This design comes from an exercise in tuning for small area, a short achievable clock period and few clock cycles on the open sky130 flow, not from production work.
No activity file was given, so power comes from the tool's default toggle rates.

== fjord ==
==> flow/design.v <==
module ao8 (
    input  [7:0] s,
    input  [7:0] d,
    output       y
);
assign y = |(s & d);
endmodule
module rf_read (
    input  [31:1]      sel,
    input              byp,
    input  [31:0]      bv,
    input  [32*32-1:0] q,       
    output [31:0]      y
);
wire [31:0] s = {sel, byp};
genvar j, k;
generate
    for (j = 0; j < 32; j = j + 1) begin : b
        wire [31:0] d;
        wire [3:0]  o;
        wire [1:0]  z;
        assign d[0] = bv[j];
        for (k = 1; k < 32; k = k + 1) begin : c
            assign d[k] = q[32*k + j];
        end
        for (k = 0; k < 4; k = k + 1) begin : g
            ao8 u (.s(s[8*k +: 8]), .d(d[8*k +: 8]), .y(o[k]));
        end
        g_nor2  u0 (.a(o[0]), .b(o[1]), .y(z[0]));
        g_nor2  u1 (.a(o[2]), .b(o[3]), .y(z[1]));
        g_nand2 u2 (.a(z[0]), .b(z[1]), .y(y[j]));
    end
endgenerate
endmodule
module g_nand2 (input a, input b, output y); assign y = ~(a & b); endmodule
module g_nor2  (input a, input b, output y); assign y = ~(a | b); endmodule
module g_and2  (input a, input b, output y); assign y = a & b; endmodule
module g_or2   (input a, input b, output y); assign y = a | b; endmodule
module g_xor2  (input a, input b, output y); assign y = a ^ b; endmodule
module g_inv   (input a, output y); assign y = ~a; endmodule
module g_a21oi (input a1, input a2, input b1, output y); assign y = ~((a1 & a2) | b1); endmodule
module g_o21ai (input a1, input a2, input b1, output y); assign y = ~((a1 | a2) & b1); endmodule
module ks_add #(parameter W = 32) (
    input  [W-1:0] x,
    input  [W-1:0] y,
    input          ci,
    output [W-1:0] s,
    output         co
);
wire [W-1:0] gn0, tn0, p;
wire        g0b, t0b;
genvar i, l;
generate
    for (i = 0; i < W; i = i + 1) begin : pg
        g_xor2 u_p (.a(x[i]), .b(y[i]), .y(p[i]));
        g_nor2 u_t (.a(x[i]), .b(y[i]), .y(tn0[i]));
        if (i > 0) begin : gb
            g_nand2 u_g (.a(x[i]), .b(y[i]), .y(gn0[i]));
        end
    end
endgenerate
g_and2  u_g0 (.a(x[0]), .b(y[0]), .y(g0b));
g_or2   u_t0 (.a(x[0]), .b(y[0]), .y(t0b));
g_a21oi u_c0 (.a1(t0b), .a2(ci), .b1(g0b), .y(gn0[0]));
wire [W-1:0] gv [0:5];
wire [W-1:0] tv [0:5];
assign gv[0] = gn0;
assign tv[0] = tn0;
generate
    for (l = 1; l <= 5; l = l + 1) begin : lv
        localparam integer D = 1 << (l - 1);
        for (i = 0; i < W; i = i + 1) begin : nd
            if (i < D) begin : pass
                g_inv u_i (.a(gv[l-1][i]), .y(gv[l][i]));
                assign tv[l][i] = 1'b0;
            end else if (l % 2 == 1) begin : oai
                g_o21ai u_g (.a1(tv[l-1][i]), .a2(gv[l-1][i-D]), .b1(gv[l-1][i]), .y(gv[l][i]));
                if (i >= 2 * D) begin : t
                    g_nor2 u_t (.a(tv[l-1][i]), .b(tv[l-1][i-D]), .y(tv[l][i]));
                end else begin : tz
                    assign tv[l][i] = 1'b0;
                end
            end else begin : aoi
                g_a21oi u_g (.a1(tv[l-1][i]), .a2(gv[l-1][i-D]), .b1(gv[l-1][i]), .y(gv[l][i]));
                if (i >= 2 * D) begin : t
                    g_nand2 u_t (.a(tv[l-1][i]), .b(tv[l-1][i-D]), .y(tv[l][i]));
                end else begin : tz
                    assign tv[l][i] = 1'b0;
                end
            end
        end
    end
endgenerate
generate
    for (i = 0; i < W; i = i + 1) begin : sm
        if (i == 0) begin : s0
            g_xor2 u_s (.a(p[0]), .b(ci), .y(s[0]));
        end else begin : sn
            g_xor2 u_s (.a(p[i]), .b(gv[5][i-1]), .y(s[i]));
        end
    end
endgenerate
assign co = gv[5][W-1];
endmodule
module g_nand4 (input a, input b, input c, input d, output y); assign y = ~(a & b & c & d); endmodule
module g_xnor2 (input a, input b, output y); assign y = ~(a ^ b); endmodule
module g_mux2  (input a, input b, input s, output y); assign y = s ? b : a; endmodule
module g_a21o  (input a1, input a2, input b1, output y); assign y = (a1 & a2) | b1; endmodule
module ne32 (
    input  [31:0] a,
    input  [31:0] b,
    output        ne
);
wire [31:0] e;
wire [7:0]  d4;
wire [3:0]  z8;
genvar i;
generate
    for (i = 0; i < 32; i = i + 1) begin : x
        g_xnor2 u (.a(a[i]), .b(b[i]), .y(e[i]));
    end
    for (i = 0; i < 8; i = i + 1) begin : n
        g_nand4 u (.a(e[4*i]), .b(e[4*i+1]), .c(e[4*i+2]), .d(e[4*i+3]), .y(d4[i]));
    end
    for (i = 0; i < 4; i = i + 1) begin : r
        g_nor2 u (.a(d4[2*i]), .b(d4[2*i+1]), .y(z8[i]));
    end
endgenerate
g_nand4 u_ne (.a(z8[0]), .b(z8[1]), .c(z8[2]), .d(z8[3]), .y(ne));
endmodule
module mips_core (
    input         clk,
    input         rst,         
    output [31:0] imem_addr,
    input  [31:0] imem_data,
    output [31:0] dmem_addr,
    output [31:0] dmem_wdata,
    output        dmem_we,
    input  [31:0] dmem_rdata
);
reg  [29:0] pc;                  
reg         r1;                  
reg         v2;                  
reg  [31:0] a2, b2;              
reg  [15:0] imm2;
reg         fla2, faa2;          
reg         flb2, fab2;          
reg         fly2, fay2;          
reg         imm_sel2, sub2, and2, or2, slt2, sa2;
reg         wr2, ld2, st2;
reg         bx2;                 
reg         k2;                  
reg  [4:0]  rd2;
reg  [29:0] alt2;                
reg  [31:0] res3, sd3;
reg  [4:0]  rd3;
reg         wr3, ld3, st3;
reg  [31:0] rf [1:31];
wire [31:0] wbv = ld3 ? dmem_rdata : res3;
wire [31:1] wm;                  
generate
    for (k = 1; k < 32; k = k + 1) begin : w
        assign wm[k] = wr3 & (rd3 == k);
        always @(posedge clk)
            if (wm[k]) rf[k] <= wbv;
    end
endgenerate
assign dmem_addr  = res3;
assign dmem_wdata = sd3;
assign dmem_we    = st3;
wire [31:0] A = fla2 ? dmem_rdata : faa2 ? res3 : a2;
wire [31:0] B = flb2 ? dmem_rdata : fab2 ? res3 : b2;
wire [31:0] Y = fly2 ? dmem_rdata : fay2 ? res3 :
                imm_sel2 ? {{16{imm2[15]}}, imm2} : b2;
wire [31:0] sum;
wire        cout;
ks_add #(32) u_add (.x(A), .y(Y ^ {32{sub2}}), .ci(sub2), .s(sum), .co(cout));
wire [31:0] lg = ({32{and2}} & A & Y) | ({32{or2}} & (A | Y)) |
                 {31'd0, slt2 & ~cout};
wire [31:0] res;
genvar k;
generate
    for (k = 0; k < 32; k = k + 1) begin : rs_
        g_a21o u (.a1(sa2), .a2(sum[k]), .b1(lg[k]), .y(res[k]));
    end
endgenerate
wire        ne;
ne32 u_ne (.a(A), .b(B), .ne(ne));
wire        misp = bx2 & (ne ^ k2);
always @(posedge clk) begin
    res3 <= res;
    sd3  <= B;
    rd3  <= rd2;
    ld3  <= ld2;
    wr3  <= ~rst & v2 & wr2;
    st3  <= ~rst & v2 & st2;
end
wire [31:0] ins = imem_data;
wire [5:0]  op  = ins[31:26];
wire [4:0]  rs  = ins[25:21];
wire [4:0]  rt  = ins[20:16];
wire [5:0]  fn  = ins[5:0];
wire        off0    = (ins[15:0] == 16'd0);    
wire        is_r    = (op == 6'b000000);
wire        is_addi = (op == 6'b001000);
wire        is_andi = (op == 6'b001100);
wire        is_lw   = (op == 6'b100011);
wire        is_sw   = (op == 6'b101011);
wire        is_beq  = (op == 6'b000100) & ~off0;
wire        is_bne  = (op == 6'b000101) & ~off0;
wire        is_j    = (op == 6'b000010);
wire        f_add = (fn == 6'b100000);
wire        f_sub = (fn == 6'b100010);
wire        f_or  = (fn == 6'b100101);
wire        f_slt = (fn == 6'b101010);
wire [4:0]  dst = is_r ? ins[15:11] : rt;
wire        wr  = (is_r | is_addi | is_andi | is_lw) & (dst != 5'd0);
wire        same = (rs == rt);
wire        beq_o   = (op == 6'b000100);
wire        bne_o   = (op == 6'b000101);
wire        pred = (beq_o & (same | ins[15])) | (bne_o & ~same);
wire [29:0] pc1  = pc + 30'd1;
wire [29:0] btgt;
wire        btgt_co;
ks_add #(30) u_btgt (.x(pc), .y({{14{ins[15]}}, ins[15:0]}), .ci(1'b1), .s(btgt), .co(btgt_co));
wire [29:0] jtgt = {pc1[29:26], ins[25:0]};
wire [31:1] sa, sb;
generate
    for (k = 1; k < 32; k = k + 1) begin : s
        assign sa[k] = (rs == k) & ~wm[k];
        assign sb[k] = (rt == k) & ~wm[k];
    end
endgenerate
wire        bya = wr3 & (rd3 == rs);
wire        byb = wr3 & (rd3 == rt);
wire [32*32-1:0] rfq;
generate
    assign rfq[31:0] = 32'd0;
    for (k = 1; k < 32; k = k + 1) begin : q
        assign rfq[32*k +: 32] = rf[k];
    end
endgenerate
wire [31:0] ra, rb;
rf_read u_ra (.sel(sa), .byp(bya), .bv(wbv), .q(rfq), .y(ra));
rf_read u_rb (.sel(sb), .byp(byb), .bv(wbv), .q(rfq), .y(rb));
wire        hit_rs = v2 & wr2 & (rd2 == rs);
wire        hit_rt = v2 & wr2 & (rd2 == rt);
wire        v_next = ~rst & ~r1 & ~misp;
wire [29:0] pc_f  = is_j ? jtgt : pred ? btgt : pc1;
wire [29:0] pc_eq = rst ? 30'h3FFFFFFF : r1 ? 30'd0 : (bx2 & k2)  ? alt2 : pc_f;
wire [29:0] pc_ne = rst ? 30'h3FFFFFFF : r1 ? 30'd0 : (bx2 & ~k2) ? alt2 : pc_f;
wire [29:0] pc_n;
generate
    for (k = 0; k < 30; k = k + 1) begin : pm
        g_mux2 u (.a(pc_eq[k]), .b(pc_ne[k]), .s(ne), .y(pc_n[k]));
    end
endgenerate
always @(posedge clk) begin
    r1 <= rst;
    pc <= pc_n;
    v2       <= v_next;
    a2       <= ra;
    b2       <= rb;
    imm2     <= ins[15:0];
    fla2     <= hit_rs & ld2;
    faa2     <= hit_rs & ~ld2;
    flb2     <= hit_rt & ld2;
    fab2     <= hit_rt & ~ld2;
    fly2     <= hit_rt & ld2 & is_r;
    fay2     <= hit_rt & ~ld2 & is_r;
    imm_sel2 <= ~is_r;
    sa2      <= (~is_r & ~is_andi) | (is_r & (f_add | f_sub));
    sub2     <= is_r & (f_sub | f_slt);
    slt2     <= is_r & f_slt;
    or2      <= is_r & f_or;
    and2     <= is_andi | (is_r & ~f_add & ~f_sub & ~f_or & ~f_slt);
    wr2      <= wr;
    rd2      <= dst;
    ld2      <= is_lw;
    st2      <= is_sw;
    bx2      <= v_next & (is_beq | is_bne);
    k2       <= beq_o ^ pred;
    alt2     <= pred ? pc1 : btgt;
end
assign imem_addr = {pc, 2'b00};
endmodule
==> flow/config.mk <==
export PLATFORM = sky130hd
export DESIGN_NAME = mips_core
export DESIGN_NICKNAME = mips_core
export VERILOG_FILES = /design/flow/design.v
export SDC_FILE = /design/flow/constraint.sdc
export NUM_CORES = 4
export LEC_CHECK = 0
export ABC_CLOCK_PERIOD_IN_PS = 3000
export CAP_MARGIN = 20
export CORE_MARGIN = 2
export CORE_UTILIZATION = 55
export CTS_CLUSTER_DIAMETER = 60
export CTS_CLUSTER_SIZE = 30
export SLEW_MARGIN = 20
export SYNTH_HIERARCHICAL = 1
export SYNTH_MINIMUM_KEEP_SIZE = 0
==> flow/constraint.sdc <==
create_clock -name core_clock -period 10.0 [get_ports {clk}]
set_input_delay 2.0000 -clock core_clock [delete_from_list [all_inputs] [get_ports {clk}]]
set_output_delay 2.0000 -clock core_clock [all_outputs]
set_load 0.01 [all_outputs]
standard.sh (not shown) runs the stock make flow with config.mk's settings and CLKGATE_MAP_FILE= SYNTH_SCRIPT=/design/flow/synth_recipe.tcl, a recipe that flattens the netlist after the stock synthesis.
==> flow/flow/run.sh <==
#!/bin/bash
set -eo pipefail
mapfile -t extra < <(grep -v '^#' flow/extra_vars | grep -v '^\s*$')
bash standard.sh "${extra[@]}" finish > flow_standard.log 2>&1
==> flow/flow/extra_vars <==
SETUP_SLACK_MARGIN=6.6
TNS_END_PERCENT=10
BUFFER_PORTS_ARGS=-buffer_cell sky130_fd_sc_hd__buf_4
Inputs modified between fjord and raven:
-- flow/design.v --
<<< fjord, line 41
module g_a21oi (input a1, input a2, input b1, output y); assign y = ~((a1 & a2) | b1); endmodule
module g_o21ai (input a1, input a2, input b1, output y); assign y = ~((a1 | a2) & b1); endmodule
module ks_add #(parameter W = 32) (
    input  [W-1:0] x,
    input  [W-1:0] y,
>>> raven, line 41
module g_a21oi (input a1, input a2, input b1, output y); assign y = ~((a1 & a2) | b1); endmodule
module g_o21ai (input a1, input a2, input b1, output y); assign y = ~((a1 | a2) & b1); endmodule
module ks_add #(parameter W = 32, parameter NOCI = 0) (
    input  [W-1:0] x,
    input  [W-1:0] y,
<<< fjord, line 48
    output         co
);
wire [W-1:0] gn0, tn0, p;
wire        g0b, t0b;
>>> raven, line 48
    output         co
);
localparam integer LV = $clog2(W);
wire [W-1:0] gn0, tn0, p;
wire        g0b, t0b;
<<< fjord, line 55
        g_xor2 u_p (.a(x[i]), .b(y[i]), .y(p[i]));
        g_nor2 u_t (.a(x[i]), .b(y[i]), .y(tn0[i]));
        if (i > 0) begin : gb
            g_nand2 u_g (.a(x[i]), .b(y[i]), .y(gn0[i]));
        end
    end
endgenerate
g_and2  u_g0 (.a(x[0]), .b(y[0]), .y(g0b));
g_or2   u_t0 (.a(x[0]), .b(y[0]), .y(t0b));
g_a21oi u_c0 (.a1(t0b), .a2(ci), .b1(g0b), .y(gn0[0]));
wire [W-1:0] gv [0:5];
wire [W-1:0] tv [0:5];
assign gv[0] = gn0;
assign tv[0] = tn0;
generate
    for (l = 1; l <= 5; l = l + 1) begin : lv
        localparam integer D = 1 << (l - 1);
        for (i = 0; i < W; i = i + 1) begin : nd
>>> raven, line 56
        g_xor2 u_p (.a(x[i]), .b(y[i]), .y(p[i]));
        g_nor2 u_t (.a(x[i]), .b(y[i]), .y(tn0[i]));
        if (i > 0 || NOCI) begin : gb
            g_nand2 u_g (.a(x[i]), .b(y[i]), .y(gn0[i]));
        end
    end
    if (!NOCI) begin : c0
        g_and2  u_g0 (.a(x[0]), .b(y[0]), .y(g0b));
        g_or2   u_t0 (.a(x[0]), .b(y[0]), .y(t0b));
        g_a21oi u_c0 (.a1(t0b), .a2(ci), .b1(g0b), .y(gn0[0]));
    end
endgenerate
wire [W-1:0] gv [0:LV];
wire [W-1:0] tv [0:LV];
assign gv[0] = gn0;
assign tv[0] = tn0;
generate
    for (l = 1; l <= LV; l = l + 1) begin : lv
        localparam integer D = 1 << (l - 1);
        for (i = 0; i < W; i = i + 1) begin : nd
<<< fjord, line 95
    for (i = 0; i < W; i = i + 1) begin : sm
        if (i == 0) begin : s0
            g_xor2 u_s (.a(p[0]), .b(ci), .y(s[0]));
        end else begin : sn
            g_xor2 u_s (.a(p[i]), .b(gv[5][i-1]), .y(s[i]));
        end
    end
endgenerate
assign co = gv[5][W-1];
endmodule
module g_nand4 (input a, input b, input c, input d, output y); assign y = ~(a & b & c & d); endmodule
>>> raven, line 98
    for (i = 0; i < W; i = i + 1) begin : sm
        if (i == 0) begin : s0
            if (NOCI) begin : z
                assign s[0] = p[0];
            end else begin : c
                g_xor2 u_s (.a(p[0]), .b(ci), .y(s[0]));
            end
        end else if (LV % 2 == 1) begin : sp
            g_xor2 u_s (.a(p[i]), .b(gv[LV][i-1]), .y(s[i]));
        end else begin : sn
            g_xnor2 u_s (.a(p[i]), .b(gv[LV][i-1]), .y(s[i]));
        end
    end
    if (LV % 2 == 1) begin : cp
        assign co = gv[LV][W-1];
    end else begin : cn
        g_inv u_co (.a(gv[LV][W-1]), .y(co));
    end
endgenerate
endmodule
module g_nand4 (input a, input b, input c, input d, output y); assign y = ~(a & b & c & d); endmodule
<<< fjord, line 222
wire [29:0] pc1  = pc + 30'd1;
wire [29:0] btgt;
wire        btgt_co;
ks_add #(30) u_btgt (.x(pc), .y({{14{ins[15]}}, ins[15:0]}), .ci(1'b1), .s(btgt), .co(btgt_co));
wire [29:0] jtgt = {pc1[29:26], ins[25:0]};
wire [31:1] sa, sb;
>>> raven, line 235
wire [29:0] pc1  = pc + 30'd1;
wire [29:0] btgt;
wire        c16;
ks_add #(16, 1) u_btgt (.x(pc1[15:0]), .y(ins[15:0]), .ci(1'b0), .s(btgt[15:0]), .co(c16));
wire [13:0] hinc = pc1[29:16] + 14'd1;
wire [13:0] hdec = pc1[29:16] - 14'd1;
wire [13:0] hc1  = ins[15] ? pc1[29:16] : hinc;     
wire [13:0] hc0  = ins[15] ? hdec : pc1[29:16];     
generate
    for (k = 0; k < 14; k = k + 1) begin : bh
        g_mux2 u (.a(hc0[k]), .b(hc1[k]), .s(c16), .y(btgt[16 + k]));
    end
endgenerate
wire [29:0] jtgt = {pc1[29:26], ins[25:0]};
wire [31:1] sa, sb;
Notes after the runs:
Comparing fjord with raven, the end-of-flow core utilization came out essentially unchanged.
Of fjord and raven, raven shows the higher global-route wire length before repair, with fjord below it.
In raven relative to fjord, reported clock group power had gone up by a few percent.
For fjord, the slowest cell on the critical path was nor2_1, unlike raven, where it was nor4_1.
The synthesized cell count reported for raven is smaller than that of fjord by 1.2%.
| sum of internal, switching and leakage power | raven vs fjord | 0.23 mW higher |
met2 wire length in raven is 1600 um below fjord.
Delta (raven minus fjord): post-route minimum period grew by 240 ps, combinational power held steady, final cell area excluding filler cells shrank by about 1%.
No run of this note included a check of the RTL's function; only the layout flow was run.

## port drivers added, routing unchanged
No port has a modelled driver above. Below, the same layouts with a new extraction and two added sets of constraints. Step 1 sets driving cells, clkbuf_16 on the clock port and buf_2 on the other inputs (assumed; they add their load-dependent delay and slew). Step 2 moves the port delays by t, midway between the first and last clock arrival at a register: inputs arrive t later, outputs are due t later. That takes back most of the time a late clock gives input paths. Three values: no drivers, after step 1, after step 2; two values: the first two.
run	t (ns)	setup WS [ns]	worst hold slack (ns)	worst setup path at the end	worst data-port slew with drivers (ns)
fjord	0.789	6.325 / 6.287 / 5.498	0.401 / 0.401 / 0.401	input to register	0.22
raven	0.786	6.087 / 6.103 / 5.356	0.425 / 0.425 / 0.425	input to register	0.08
After both steps setup and hold are still met in every run listed. For fjord, which loses most, drivers alone change the setup slack by -0.038 ns; drivers and shift together by -0.827 ns.
